From an optimization exercise on the open Yosys and OpenROAD flow, aimed at small area; shortcuts taken in it are not production practice. Function was checked by simulation only, so behaviour that the tests miss may differ from the original. Power and IR drop assume default switching activity.

## flow/run.sh

```bash
#!/bin/bash
# synth_recipe.tcl (not shown) runs the flow's synth.tcl, then flattens the netlist and writes it again
# the make line also repeats each setting of config.mk as NAME=value (left out here)
make -C /OpenROAD-flow-scripts/flow DESIGN_CONFIG=/design/flow/config.mk WORK_HOME=/design/flow/orfs CLKGATE_MAP_FILE= SYNTH_SCRIPT=/design/flow/synth_recipe.tcl finish
```

## flow/config.mk

```make
export PLATFORM = sky130hd
export DESIGN_NAME = top
export DESIGN_NICKNAME = top
export VERILOG_FILES = /design/flow/design.v
export SDC_FILE = /design/flow/constraint.sdc
export NUM_CORES = 4
export LEC_CHECK = 0
export CAP_MARGIN = 20
export CORE_MARGIN = 2
export CORE_UTILIZATION = 40
export CTS_BUF_LIST = sky130_fd_sc_hd__clkbuf_4 sky130_fd_sc_hd__clkbuf_8
export CTS_CLUSTER_DIAMETER = 100
export CTS_CLUSTER_SIZE = 30
export SLEW_MARGIN = 20
```

## flow/constraint.sdc

```tcl
create_clock -name core_clock -period 10.0 [get_ports {clk}]
set_input_delay 2.0000 -clock core_clock [delete_from_list [all_inputs] [get_ports {clk}]]
set_output_delay 2.0000 -clock core_clock [all_outputs]
set_load 0.01 [all_outputs]
```

## flow/design.v

```verilog
module top (
    input        clk,
    input        rst_raw,
    input        confirm_raw,
    input  [3:0] col,
    output [3:0] row,
    output [6:0] seg2,
    output [1:0] anode2,
    output [6:0] seg4,
    output [3:0] anode4,
    output       ain,
    output       gain,
    output       shutdown_n
);
    reg [9:0] rcnt;
    reg       rprev;
    reg       db_reset;
    always @(posedge clk) begin
        rprev <= rst_raw;
        if (rst_raw != rprev)
            rcnt <= 0;
        else if (&rcnt)
            db_reset <= rst_raw;
        else
            rcnt <= rcnt + 1;
    end
    reg [9:0] ccnt;
    reg       cprev;
    reg       db_confirm;
    always @(posedge clk or posedge rst_raw) begin
        if (rst_raw) begin
            ccnt <= 0; cprev <= 0; db_confirm <= 0;
        end else begin
            cprev <= confirm_raw;
            if (confirm_raw != cprev)
                ccnt <= 0;
            else if (&ccnt)
                db_confirm <= confirm_raw;
            else
                ccnt <= ccnt + 1;
        end
    end
    reg [15:0] cnt;
    always @(posedge clk or posedge db_reset) begin
        if (db_reset) cnt <= 0;
        else          cnt <= cnt + 1;
    end
    reg [1:0] scan_row;
    reg [9:0] dcnt;
    reg       scanning;
    wire dfull   = &dcnt;
    wire colany  = (col != 4'b1111);
    wire key_hit = scanning & colany & dfull;
    wire valid   = ~scanning & dfull;
    always @(posedge clk or posedge db_reset) begin
        if (db_reset) begin
            scan_row <= 0; dcnt <= 0; scanning <= 1;
        end else if (scanning) begin
            if (colany) begin
                if (dfull) scanning <= 0;
                else       dcnt <= dcnt + 1;
            end else begin
                dcnt <= 0;
                scan_row <= scan_row + 1;
            end
        end else begin
            dcnt <= 0;
            if (!colany) scanning <= 1;
        end
    end
    assign row = ~(4'b0001 << scan_row);
    reg [3:0] key;
    always @(posedge clk) begin
        if (key_hit) begin
            case ({scan_row, col})
                {2'd0,4'b1110}: key <= 4'h1;
                {2'd0,4'b1101}: key <= 4'h2;
                {2'd0,4'b1011}: key <= 4'h3;
                {2'd0,4'b0111}: key <= 4'hA;
                {2'd1,4'b1110}: key <= 4'h4;
                {2'd1,4'b1101}: key <= 4'h5;
                {2'd1,4'b1011}: key <= 4'h6;
                {2'd1,4'b0111}: key <= 4'hB;
                {2'd2,4'b1110}: key <= 4'h7;
                {2'd2,4'b1101}: key <= 4'h8;
                {2'd2,4'b1011}: key <= 4'h9;
                {2'd2,4'b0111}: key <= 4'hC;
                {2'd3,4'b1110}: key <= 4'hE;
                {2'd3,4'b1101}: key <= 4'h0;
                {2'd3,4'b1011}: key <= 4'hF;
                {2'd3,4'b0111}: key <= 4'hD;
                default:        key <= 4'h0;
            endcase
        end
    end
    reg db_valid;
    always @(posedge clk or posedge rst_raw) begin
        if (rst_raw) db_valid <= 0;
        else         db_valid <= valid;
    end
    reg [1:0] st;
    reg       pend;
    reg [3:0] dl, dr;
    wire post = (st == 2'd3);
    always @(posedge clk or posedge db_reset) begin
        if (db_reset) begin
            st <= 0; pend <= 0; dl <= 4'hF; dr <= 4'hF;
        end else begin
            pend <= db_valid & ~post;
            if (pend) begin
                dl <= dr; dr <= key;
            end
            if (!post) begin
                if (db_valid) begin
                    if (st != 2'd2) st <= st + 1;
                end else if (st == 2'd2 && db_confirm)
                    st <= 2'd3;
            end
        end
    end
    wire [7:0] code = {dl, dr};
    reg        vcode;
    always @(*) begin
        case (code)
            8'h1A, 8'h2A, 8'h3A, 8'h4B, 8'h5B, 8'h6B, 8'h7C, 8'h8C, 8'h9C: vcode = 1'b1;
            default: vcode = 1'b0;
        endcase
    end
    reg [4:0]  H;
    reg [12:0] L;
    wire term = (&L) | (vcode & (L == 13'd6249));
    always @(posedge clk) begin
        if (!post) begin
            H <= 5'd31; L <= 13'd8190;
        end else begin
            L <= term ? 13'd0 : L + 1;
            if (term & ~(H[4] & ~H[0])) H <= H + 1;
        end
    end
    wire [3:0] dsel = cnt[15] ? dr : dl;
    reg  [6:0] s2;
    always @(*) begin
        case (dsel)
            4'h0: s2 = 7'b0111111;
            4'h1: s2 = 7'b0000110;
            4'h2: s2 = 7'b1011011;
            4'h3: s2 = 7'b1001111;
            4'h4: s2 = 7'b1100110;
            4'h5: s2 = 7'b1101101;
            4'h6: s2 = 7'b1111101;
            4'h7: s2 = 7'b0000111;
            4'h8: s2 = 7'b1111111;
            4'h9: s2 = 7'b1101111;
            4'hA: s2 = 7'b1110111;
            4'hB: s2 = 7'b1111100;
            4'hC: s2 = 7'b0111001;
            4'hD: s2 = 7'b1011110;
            4'hE: s2 = 7'b1111001;
            default: s2 = 7'b1110001;
        endcase
    end
    assign seg2   = s2;
    assign anode2 = cnt[15] ? 2'b10 : 2'b01;
    localparam [6:0] LA = 7'b1110111, LB = 7'b1111100, LC = 7'b0111001,
                     LD = 7'b1011110, LE = 7'b1111001, LF = 7'b1110001,
                     LH = 7'b1110110, LI = 7'b0000110, LK = 7'b1110101,
                     LN = 7'b1010100, LO = 7'b0111111, LP = 7'b1110011,
                     LR = 7'b1010000, LS = 7'b1101101, LT = 7'b0000111,
                     LU = 7'b0111110, SP = 7'b0000000;
    wire [1:0] pos   = cnt[15:14];
    wire [1:0] shift = {H[3] & H[2], H[3] & H[1]};
    wire [2:0] idx   = {1'b0, pos} + {1'b0, shift};
    wire       dact  = post & vcode & ~H[4];
    reg  [27:0] name;
    always @(*) begin
        case (code)
            8'h1A: name = {LC, LH, LI, LP};
            8'h2A: name = {LB, LA, LR, SP};
            8'h3A: name = {LC, LH, LO, LC};
            8'h4B: name = {LN, LU, LT, LS};
            8'h5B: name = {LC, LA, LK, LE};
            8'h6B: name = {LO, LR, LE, LO};
            8'h7C: name = {LC, LA, LF, LE};
            8'h8C: name = {LA, LC, LA, LI};
            8'h9C: name = {LR, LA, LN, LD};
            default: name = {SP, SP, SP, SP};
        endcase
    end
    reg [6:0] s4;
    always @(*) begin
        case (idx)
            3'd0: s4 = name[27:21];
            3'd1: s4 = name[20:14];
            3'd2: s4 = name[13:7];
            3'd3: s4 = name[6:0];
            default: s4 = SP;
        endcase
    end
    assign seg4   = dact ? s4 : SP;
    assign anode4 = ~(4'b0001 << pos);
    localparam [23:0] STEP_C6 = 24'd352_187,
                      STEP_G5 = 24'd263_314,
                      STEP_A3 = 24'd73_819;
    wire [3:0] cbase = {H[1:0], L[12:11]};
    wire       bdec  = (L[10:0] == 11'd0) & (cbase != 4'd0);
    wire [3:0] chirp = cbase - {3'd0, bdec};
    reg  [23:0] istep;
    always @(*) begin
        case (chirp)
            4'd0:  istep = 24'd110728;
            4'd1:  istep = 24'd109928;
            4'd2:  istep = 24'd109128;
            4'd3:  istep = 24'd108328;
            4'd4:  istep = 24'd107528;
            4'd5:  istep = 24'd106728;
            4'd6:  istep = 24'd105928;
            4'd7:  istep = 24'd105128;
            4'd8:  istep = 24'd104328;
            4'd9:  istep = 24'd103528;
            4'd10: istep = 24'd102728;
            4'd11: istep = 24'd101928;
            default: istep = 24'd101128;
        endcase
    end
    wire [23:0] vstep = H[2] ? STEP_A3 : (H[1] ? STEP_G5 : STEP_C6);
    wire [23:0] step  = vcode ? vstep : istep;
    reg [23:0] acc;
    wire clr = term & ((H == 5'd31) |
                       (vcode & ((H == 5'd1) | (H == 5'd3) | (H == 5'd4) |
                                 (H == 5'd5) | (H == 5'd6))));
    always @(posedge clk)
        acc <= clr ? 24'd0 : acc + step;
    reg tone;
    wire tone_next = post & (((H == 5'd31) & L[0]) |
                             (vcode ? ((H <= 5'd4) | (H == 5'd6))
                                    : ((H <= 5'd2) | ((H == 5'd3) & (L < 13'd423)))));
    reg ain_r;
    always @(posedge clk or posedge db_reset) begin
        if (db_reset) begin
            tone <= 0; ain_r <= 0;
        end else begin
            tone  <= tone_next;
            ain_r <= tone ? (acc[23] ? ~(cnt[7] & cnt[6]) : ~(cnt[7] | cnt[6]))
                          : ~cnt[7];
        end
    end
    assign ain        = ain_r;
    assign gain       = 1'b0;
    assign shutdown_n = ~db_reset;
endmodule
```

==> impl_metrics.ini, run 1 <==
[power]
pwr-share-comb_pct = 8.8
switchingPower_w = 0.000270
ir_worst_vdd_mv = 0.0716
seqPwrFrac_pct = 46.9
power_density_nw_per_um2 = 132
sw_frac_of_total_pct = 25.2
p_leak_nw = 3.48
clkPwrFrac_pct = 44.3
p_int_w = 0.000802

[worst_setup_path]
rr_endpoint = acc[22]$_SDFF_PP0_
worstSetupPathType = reg -> out
regToRegStartpoint = L[0]$_SDFF_PP0_
reg2reg_slack_ns = 5.39
end_kind = primary output
reg2reg_depth = 18
cp.arrival_ns = 3.36
critical_path_required_ns = 8.00
crit_path_start_kind = flip-flop
critical_path_peak_fanout = 14

[synth]
synth_fp_nets = 910
yosys_warnings = 1
synth-seq-area-share_pct = 35.9
ys_ff_latch = 113
synth_top_flop_cell = dfxtp_1
synth_edf_count = 5
synthArstFlopShare_pct = 48.7
yosysUniqueCellTypes = 77
syn_inst = 847
syn_area_sq_um = 7230
avgSynthCellArea_sq_um = 8.54

[route]
drc = 0
wl_mm = 14.5
vias = 5829
drtIter0Drc = 323
wl_per_cell_microns = 13.1
via_per_inst = 5.25
ant_nets = 0
drt_pass1_iterations = 9

[clock_tree]
clockBufferDepth = 2
postCtsSetupBuffers = 0
cts_root_buffer = clkbuf_8
cts_tree = done
h-tree-depth = 4
clock_latency_ns = 0.43
numCtsBuffers = 17
clkTransAtPathRegs_ns = 0.07
clkSinkCount = 113
ctsResizeCount = 0
holdBufCountCts = 0

[placement]
port-buffer-count = 32
place_area_sq_um = 7700
gp_congestion = 0.890
dpl.hpwl_mm = 10.4
dp_slack_ns = 5.09

[final_layout]
area_growth_pct = 12.6
finish.net_count = 931
post-route-util_pct = 45.6
layout-drive-gt1-share_pct = 7.95
fin_area_sq_um = 8140
diodes = 0

[hold_path]
hp-class = reg -> async

[sta]
setup_ws_ns = 4.64
clock_skew_ns = 0.0148
setup_viol = 0
finalHoldViolations = 0
rsz0062_at_grt = no
worstMarginPinSlew_ns = 0.879
slew_viol_final = 0
finalCriticalPeriod_ns = 5.36
max_freq_ghz = 0.186
fin_crit_sh_pct = 53.6
fin_tns_setup_ns = 0
relSlewSlack_pct = 40.9

[flow_run]
maxCapViolCount = 0

[status]
outcome = timing/DRC/antenna clean

[floorplanning]
row_count = 49
die_w_microns = 138
dieArea_sq_um = 19200
core-area_sq_um = 17800
initial_core_util_pct = 40.5
chipHeight_microns = 138
io_pins = 34

[grt]
grtUsageTotal_pct = 15.6
globalRouteOverflowTotal = 0
grt_max_degree = 44
grt_pass1_vias = 5432
grt_pass1_wl_mm = 25.4
antenna_found_initial = 0
-- routing by layer --
layer	global-route usage (%)	wire length (microns)	vias to the layer above
met5	0	0	-
met4	4.78	134	0
met3	3.36	395	15
met2	24.2	6340	73
met1	22.0	7630	2723
li1	-	-	3018
-- critical path, cell delays in order, from the launching register on --
cell,delay [ns]
dfstp_2,0.61
and4bb_1,0.42
nand2_1,0.19
a21o_1,0.26
nand3_2,0.28
nand4b_1,0.33
a211oi_1,0.28
clkdlybuf4s50_1,0.57
-- layout make-up --
cell class,instances,area [sq um]
well taps,229,287
multi-input cells,660,4330
clock buffers,19,249
clock inverters,13,188
flip-flops and latches,113,2600
fillers,1744,9700
repair buffers,34,335
inverters,42,158
-- power by group through the flow --
stage | clock network (W) | registers [W] | logic [W]
after floorplan | 0 | 0.000505 | 0.0000659
after global placement | 0 | 0.000512 | 0.0000954
after detailed placement | 0 | 0.000511 | 0.0000962
after CTS | 0.000489 | 0.000502 | 0.0000963
after global routing | 0.000508 | 0.000506 | 0.000110
final | 0.000475 | 0.000502 | 0.0000945
-- synth_stat cells (6+ instances only) --
master,number,area share [%]
nor2_1,99,5.1
nand2_1,89,4.6
ha_1,54,9.3
a21oi_1,53,3.7
dfxtp_1,53,15
o21ai_0,52,3.6
dfrtp_1,46,16
inv_1,40,2.1
xnor2_1,38,4.6
nand3_1,32,2.2
xor2_1,29,3.5
and3_1,22,1.9
clkbuf_1,18,0.93
nand4_1,15,1.3
nor3_1,13,0.90
a31oi_1,12,1.0
a211oi_1,10,1.0
mux2_2,10,1.6
a21o_1,9,0.93
dfstp_2,9,3.3
buf_2,8,0.55
mux2i_1,8,1.1
nor2b_1,8,0.69
and2_1,6,0.52
or3_1,6,0.52
-- worst max path at each step --
stage,to,slack [ns],depth (start not counted),start
floorplan,acc[15]$_SDFF_PP0_,5.82,18,L[0]$_SDFF_PP0_
global placement,seg4[3],5.18,7,dr[3]$_DFFE_PP1P_
detailed placement,seg4[3],5.09,7,dr[3]$_DFFE_PP1P_
CTS,seg4[3],4.60,7,dr[3]$_DFFE_PP1P_
global route,seg4[3],4.32,7,dr[3]$_DFFE_PP1P_
finish,seg4[3],4.64,7,dr[3]$_DFFE_PP1P_
-- logic make-up after synthesis --
group                      share of synthesized area [%]
and+or+nand+nor                                     22.3
AOI/OAI and AO/OA                                   16.4
DFF                                                 35.9
buffers and inverters                               4.29
xor gates and xnor gates                            8.11
adders and majority gates                           9.90
muxes                                               2.98
other                                             0.0519
-- stage by stage --
step           cells  total power [W]  hold WS, ns
6_report        1110          0.00107        0.417
5_1_grt         1110          0.00112        0.485
4_1_cts         1110          0.00109        0.452
3_5_place_dp    1078         0.000607        0.451
3_3_place_gp    1078         0.000607        0.448
2_1_floorplan    847         0.000571        0.434
-- registers in the layout, summed over array words and instances (netlist names) --
name	cells
dcnt	10
rprev	1
tone	1
pend	1
acc	24
db_reset	1
dl	4
db_confirm	1
scan_row	2
scanning	1
ccnt	10
cprev	1
db_valid	1
st	2
cnt	16
rcnt	10
dr	4
key	4
ain_r	1
H	5
L	13
-- cells in the final DEF (no fill, tap or decap), drive strengths merged, types with 34 or more instances in the layout --
| cell type | synthesis | routed |
|---|---|---|
| nor2 | 101 | 101 |
| xnor2 | 38 | 38 |
| dfrtp | 46 | 46 |
| o21ai | 54 | 54 |
| nand2 | 90 | 90 |
| ha | 54 | 54 |
| nand3 | 34 | 34 |
| dfxtp | 53 | 53 |
| inv | 41 | 42 |
| a21oi | 54 | 54 |
==> run 2, diff against run 1 <==
--- a/flow/config.mk
+++ b/flow/config.mk
@@ -8,7 +8,4 @@
 export CAP_MARGIN = 20
 export CORE_MARGIN = 2
 export CORE_UTILIZATION = 40
-export CTS_BUF_LIST = sky130_fd_sc_hd__clkbuf_4 sky130_fd_sc_hd__clkbuf_8
-export CTS_CLUSTER_DIAMETER = 100
-export CTS_CLUSTER_SIZE = 30
 export SLEW_MARGIN = 20
==> impl_metrics.ini, run 2 <==
[status]
outcome = timing/DRC/antenna clean

[final_layout]
reg_top3 = acc: 24 flops, cnt: 16 flops, L: 13 flops
layout_common_cells = nor2_1 (99), nand2_1 (89), ha_1 (54)
layout_commonest_cell = nor2_1
area_growth_pct = 15.1
diodes = 0
finish.net_count = 931
top_register = acc
largest_reg_flops = 24
layout-drive-gt1-share_pct = 7.72

[sta]
fin_crit_sh_pct = 53.3
relSlewSlack_pct = 40.2
rsz0062_at_grt = no
clock_skew_ns = 0.00890
setup_viol = 0
finalHoldViolations = 0
fin_tns_setup_ns = 0
max_freq_ghz = 0.187
finalCriticalPeriod_ns = 5.33
slew_viol_final = 0
hold_slack_ns = 0.416
worstMarginPinSlew_ns = 0.890

[placement]
gp_congestion = 0.890
port-buffer-count = 32
dpl.hpwl_mm = 10.4

[synth]
synth_top_flop_cell = dfxtp_1
syn_area_sq_um = 7230
yosysUniqueCellTypes = 77
synth-seq-area-share_pct = 35.9
synthTopCellsByCount = nor2_1 (99), nand2_1 (89), ha_1 (54)
synth_fp_nets = 910
synth_top_area_cell = dfrtp_1
synthTopCellsByArea = dfrtp_1 (16%), dfxtp_1 (15%), ha_1 (9.3%)
syn_inst = 847
synth_top_area_share_pct = 15.9
synth_edf_count = 5
synthArstFlopShare_pct = 48.7
yosys_warnings = 1
yosysMostFrequentCell = nor2_1
avgSynthCellArea_sq_um = 8.54
ys_ff_latch = 113

[worst_setup_path]
end_kind = primary output
crit_chain = and4bb_1 -> nand2_1 -> a21o_1 -> nand3_2 -> nand4b_1 -> a211oi_1 -> clkdlybuf4s50_1
rr_endpoint = acc[22]$_SDFF_PP0_
critPathBufInv = 1
cpMaxStageDelayCell = dfstp_2
crit_path_start_kind = flip-flop
path_delay_family = simple AND/OR/NAND/NOR gates
reg2reg_depth = 18
critical_path_peak_fanout = 14
cp_slowest_stage_delay_ns = 0.60
cp.arrival_ns = 3.33
critical_path_required_ns = 8.00
regToRegStartpoint = L[0]$_SDFF_PP0_
worstSetupPathType = reg -> out
reg2reg_slack_ns = 5.38

[route]
drt_pass1_iterations = 5
drc = 0
via_per_inst = 5.26
wl_mm = 14.7
vias = 5842
ant_nets = 0
drtIter0Drc = 328
wl_per_cell_microns = 13.3

[clock_tree]
clock_latency_ns = 0.42
cts_root_buffer = clkbuf_16
ctsResizeCount = 0
clkTransAtPathRegs_ns = 0.05
clkSinkCount = 113
postCtsSetupBuffers = 0
numCtsBuffers = 17
h-tree-depth = 4
clockBufferDepth = 2
cts_tree = done
holdBufCountCts = 0

[grt]
grt_max_degree = 44
grt_use_met1_pct = 22.1
antenna_found_initial = 0
grtUsageTotal_pct = 15.9
grt_pass1_wl_mm = 25.7
use_met3_pct = 3.88
grt_pass1_vias = 5434
gr-max-usage-layer = met2
use_met2_pct = 24.4
globalRouteOverflowTotal = 0

[floorplanning]
die_w_microns = 138
core-area_sq_um = 17800
row_count = 49
dieArea_sq_um = 19200
io_pins = 34
chipHeight_microns = 138
initial_core_util_pct = 40.5

[hold_path]
hp-class = reg -> async

[power]
ir_worst_vdd_mv = 0.125
p_leak_nw = 3.56
power_density_nw_per_um2 = 148

[flow_run]
maxCapViolCount = 0
## run 2: cell families (layout without fill, tap and decap cells)
kind of cell             count (synthesis)  in the layout  synth area share, %
buffers and inverters                   74            108                 4.29
flip-flops                             113            113                 35.9
AO/OA/AOI/OAI                          187            187                 16.4
XOR/XNOR                                67             67                 8.11
adder cells (fa/ha/maj)                 56             56                 9.90
other                                    1              1               0.0519
AND/OR/NAND/NOR                        330            330                 22.3
multiplexers                            19             19                 2.98
## run 2: layout make-up
type                       count  area, sq um
timing repair buffer          34          335
inverter                      42          158
sequential                   113         2600
tap                          229          287
clock buffer                  19          433
fill                        1709         9510
clock inverter                13          188
multi-input combinational    660         4330
## run 2: per-stage QoR
stage	util (%)	power (W)	cell area [sq um]	setup WS [ns]	instances
after CTS	46.6	0.00125	8320	4.63	1110
final	46.7	0.00124	8330	4.67	1110
after detailed placement	43.2	0.000607	7700	5.09	1078
after global placement	43.2	0.000607	7700	5.18	1078
after floorplan	-	0.000571	7230	5.82	847
after global routing	46.7	0.00129	8330	4.35	1110
## run 2: worst register-to-register path, stage by stage (launching register included)
cell	delay, ns
dfxtp_1	0.35
inv_1	0.08
ha_1	0.13
or4b_2	0.58
a211oi_1	0.24
ha_1	0.20
ha_1	0.19
xnor2_1	0.41
nor3_1	0.09
a211oi_1	0.23
a21oi_1	0.08
ha_1	0.36
and4_1	0.25
a21boi_0	0.27
o2111ai_1	0.20
a31oi_1	0.40
a41o_1	0.25
xnor2_1	0.11
nor2_1	0.05
## run 2: power breakdown
part | internal (W) | switching, W
Clock | 0.000417 | 0.000221
Combinational | 0.0000466 | 0.0000480
Sequential | 0.000478 | 0.0000247
## run 2: worst max path at each step
stage	slack [ns]	endpoint	start	depth (start not counted)
3_3_place_gp	5.18	seg4[3]	dr[3]$_DFFE_PP1P_	7
3_5_place_dp	5.09	seg4[3]	dr[3]$_DFFE_PP1P_	7
4_1_cts	4.63	seg4[3]	dr[3]$_DFFE_PP1P_	7
2_1_floorplan	5.82	acc[15]$_SDFF_PP0_	L[0]$_SDFF_PP0_	18
6_report	4.67	seg4[3]	dr[3]$_DFFE_PP1P_	7
5_1_grt	4.35	seg4[3]	dr[3]$_DFFE_PP1P_	7
## run 2: layer usage
| metal | wire length (microns) | vias up | part of all wire, % |
|---|---|---|---|
| met3 | 436 | 17 | 3.0 |
| met5 | 0 | - | 0 |
| li1 | - | 3018 | - |
| met2 | 6480 | 74 | 44 |
| met1 | 7610 | 2733 | 52 |
| met4 | 199 | 0 | 1.4 |
==> run 3, diff against run 2 <==
--- a/flow/config.mk
+++ b/flow/config.mk
@@ -8,4 +8,7 @@
 export CAP_MARGIN = 20
 export CORE_MARGIN = 2
 export CORE_UTILIZATION = 40
+export CTS_BUF_LIST = sky130_fd_sc_hd__clkbuf_2 sky130_fd_sc_hd__clkbuf_4
+export CTS_CLUSTER_DIAMETER = 60
+export CTS_CLUSTER_SIZE = 20
 export SLEW_MARGIN = 20
==> impl_metrics.ini, run 3 <==
[status]
outcome = timing/DRC/antenna clean

[synth]
synth_top_flop_cell = dfxtp_1
syn_area_sq_um = 7230
synthTopCellsByCount = nor2_1 (99), nand2_1 (89), ha_1 (54)
synth_fp_nets = 910
synthTopCellsByArea = dfrtp_1 (16%), dfxtp_1 (15%), ha_1 (9.3%)
synth_top_area_share_pct = 15.9
synth_edf_count = 5
yosysMostFrequentCell = nor2_1
synthArstFlopShare_pct = 48.7
synth-seq-area-share_pct = 35.9
yosys_warnings = 1
avgSynthCellArea_sq_um = 8.54
synth_top_area_cell = dfrtp_1
syn_inst = 847
ys_ff_latch = 113
yosysUniqueCellTypes = 77

[grt]
grt_pass1_vias = 5407
grt_max_degree = 44
grt_pass1_wl_mm = 25.4
antenna_found_initial = 1
globalRouteOverflowTotal = 0
grtUsageTotal_pct = 15.7

[worst_setup_path]
path_delay_family = simple AND/OR/NAND/NOR gates
critPathBufInv = 1
critical_path_required_ns = 8.00
end_kind = primary output
cpMaxStageDelayCell = dfstp_2
crit_chain = and4bb_1 -> nand2_1 -> a21o_1 -> nand3_2 -> nand4b_1 -> a211oi_1 -> clkdlybuf4s50_1
reg2reg_slack_ns = 5.37
cp.arrival_ns = 3.48
cp_slowest_stage_delay_ns = 0.63
critical_path_peak_fanout = 14
worstSetupPathType = reg -> out
crit_path_start_kind = flip-flop

[clock_tree]
numCtsBuffers = 17
h-tree-depth = 4
postCtsSetupBuffers = 0
holdBufCountCts = 0
ctsResizeCount = 0
clkSinkCount = 113
cts_tree = done
clkTransAtPathRegs_ns = 0.12
clock_latency_ns = 0.55
clockBufferDepth = 2
cts_root_buffer = clkbuf_4

[floorplanning]
initial_core_util_pct = 40.5
core-area_sq_um = 17800
die_w_microns = 138
chipHeight_microns = 138
dieArea_sq_um = 19200
io_pins = 34
row_count = 49

[sta]
rsz0062_at_grt = no
relSlewSlack_pct = 39.6
setup_viol = 0
slew_viol_final = 0
hold_slack_ns = 0.410
worstMarginPinSlew_ns = 0.899
fin_tns_setup_ns = 0
max_freq_ghz = 0.182
clock_skew_ns = 0.0230
finalHoldViolations = 0
fin_crit_sh_pct = 54.8
finalCriticalPeriod_ns = 5.48

[power]
p_total_w = 0.000990
power_density_nw_per_um2 = 123
p_leak_nw = 3.44
ir_worst_vdd_mv = 0.0715

[route]
wl_per_cell_microns = 13.0
drt_pass1_iterations = 5
drc = 0
via_per_inst = 5.24
wl_mm = 14.5
vias = 5827
drtIter0Drc = 356
ant_nets = 0

[final_layout]
n_fill_cell = 1749
reg_top3 = acc: 24 flops, cnt: 16 flops, L: 13 flops
area_growth_pct = 11.2
fin_area_sq_um = 8040
multi_input_comb_area_sq_um = 4330
layout-drive-gt1-share_pct = 7.95
layout_commonest_cell = nor2_1
regArea_sq_um = 2600
layout_common_cells = nor2_1 (99), nand2_1 (89), ha_1 (54)
top_register = acc
largest_reg_flops = 24
finish.net_count = 931

[placement]
port-buffer-count = 32
place_area_sq_um = 7700
gp_congestion = 0.890
dpl.hpwl_mm = 10.4

[hold_path]
hp-class = reg -> async

[flow_run]
maxCapViolCount = 0
## run 3: cell counts after synthesis
No cell type changed its count.
## run 3: path summary, 6_finish.rpt
check	start	endpoint	depth (start not counted)
max	dr[3]$_DFFE_PP1P_	seg4[3]	7
min	db_reset$_DFFE_PP_	cnt[1]$_DFF_PP0_	2
max reg2reg	L[0]$_SDFF_PP0_	acc[22]$_SDFF_PP0_	18
min reg2reg	db_reset$_DFFE_PP_	cnt[1]$_DFF_PP0_	2
max in group asynchronous	rst_raw	ccnt[4]$_DFFE_PP0P_	2
min in group core_clock	cnt[5]$_DFF_PP0_	cnt[5]$_DFF_PP0_	1
## run 3: per-stage QoR
| step | instances | setup WS (ns) | util, % |
|---|---|---|---|
| detailed placement | 1078 | 5.09 | 43.2 |
| floorplan | 847 | 5.82 | - |
| global route | 1111 | 4.17 | 45.1 |
| CTS | 1110 | 4.46 | 45.0 |
| finish | 1111 | 4.52 | 45.1 |
| global placement | 1078 | 5.18 | 43.2 |
## run 3: kinds of logic (layout without fill, tap and decap cells)
group           Yosys count  count (layout)  synth area share [%]
simple gates            330             330                  22.3
compound gates          187             187                  16.4
flops                   113             113                  35.9
buf+inv                  74             108                  4.29
xor+xnor                 67              67                  8.11
fa+ha+maj                56              56                  9.90
mux                      19              19                  2.98
other cells               1               2                0.0519
## run 3: metal layers
metal / wire length (microns) / GRT usage [%] / vias to the layer above
met5: 0 / 0 / -
met4: 170 / 4.78 / 0
met3: 433 / 3.88 / 14
met2: 6380 / 24.1 / 73
met1: 7490 / 21.8 / 2712
li1: - / - / 3028
## run 3: final cells by class
type | instances | area share, %
Clock inverter | 13 | 2.33
Clock buffer | 19 | 1.77
Sequential cell | 113 | 32.3
Timing Repair Buffer | 34 | 4.17
Antenna cell | 1 | 0.0311
Inverter | 42 | 1.96
Tap cell | 229 | 3.56
Multi-Input combinational cell | 660 | 53.8
## run 3: power breakdown
group	total (W)	internal, W	switching, W
clock network	0.000394	0.000205	0.000189
registers	0.000502	0.000477	0.0000247
logic	0.0000945	0.0000466	0.0000479
## run 3: tightest hold or removal path: cells and delay by family (launching register included)
family   cells  cell delay [ns]
flops        1             0.39
buf+inv      2             0.50

-- static timing again, ports no longer ideal --
How much do the figures lean on ideal ports? The routed layouts below were timed once more, with nothing changed but the port constraints.
Step 1, drivers: a clkbuf_16 drives clk and a buf_2 each remaining input, both assumed.
Step 2 also shifts input and output timing later by t, the mid clock arrival at the registers, as if the neighbouring blocks saw the same clock.
Three values: ideal ports, drivers, drivers and shift; two values: the first two.
run | shift t [ns] | slack for setup (ns) | worst slew at a driven data input, ns
run 1 | 0.464 | 4.637 / 4.601 / 5.065 | 0.03
run 2 | 0.460 | 4.665 / 4.621 / 5.081 | 0.03
run 3 | 0.569 | 4.518 / 4.483 / 5.052 | 0.03
After both steps every run listed still meets setup and hold.
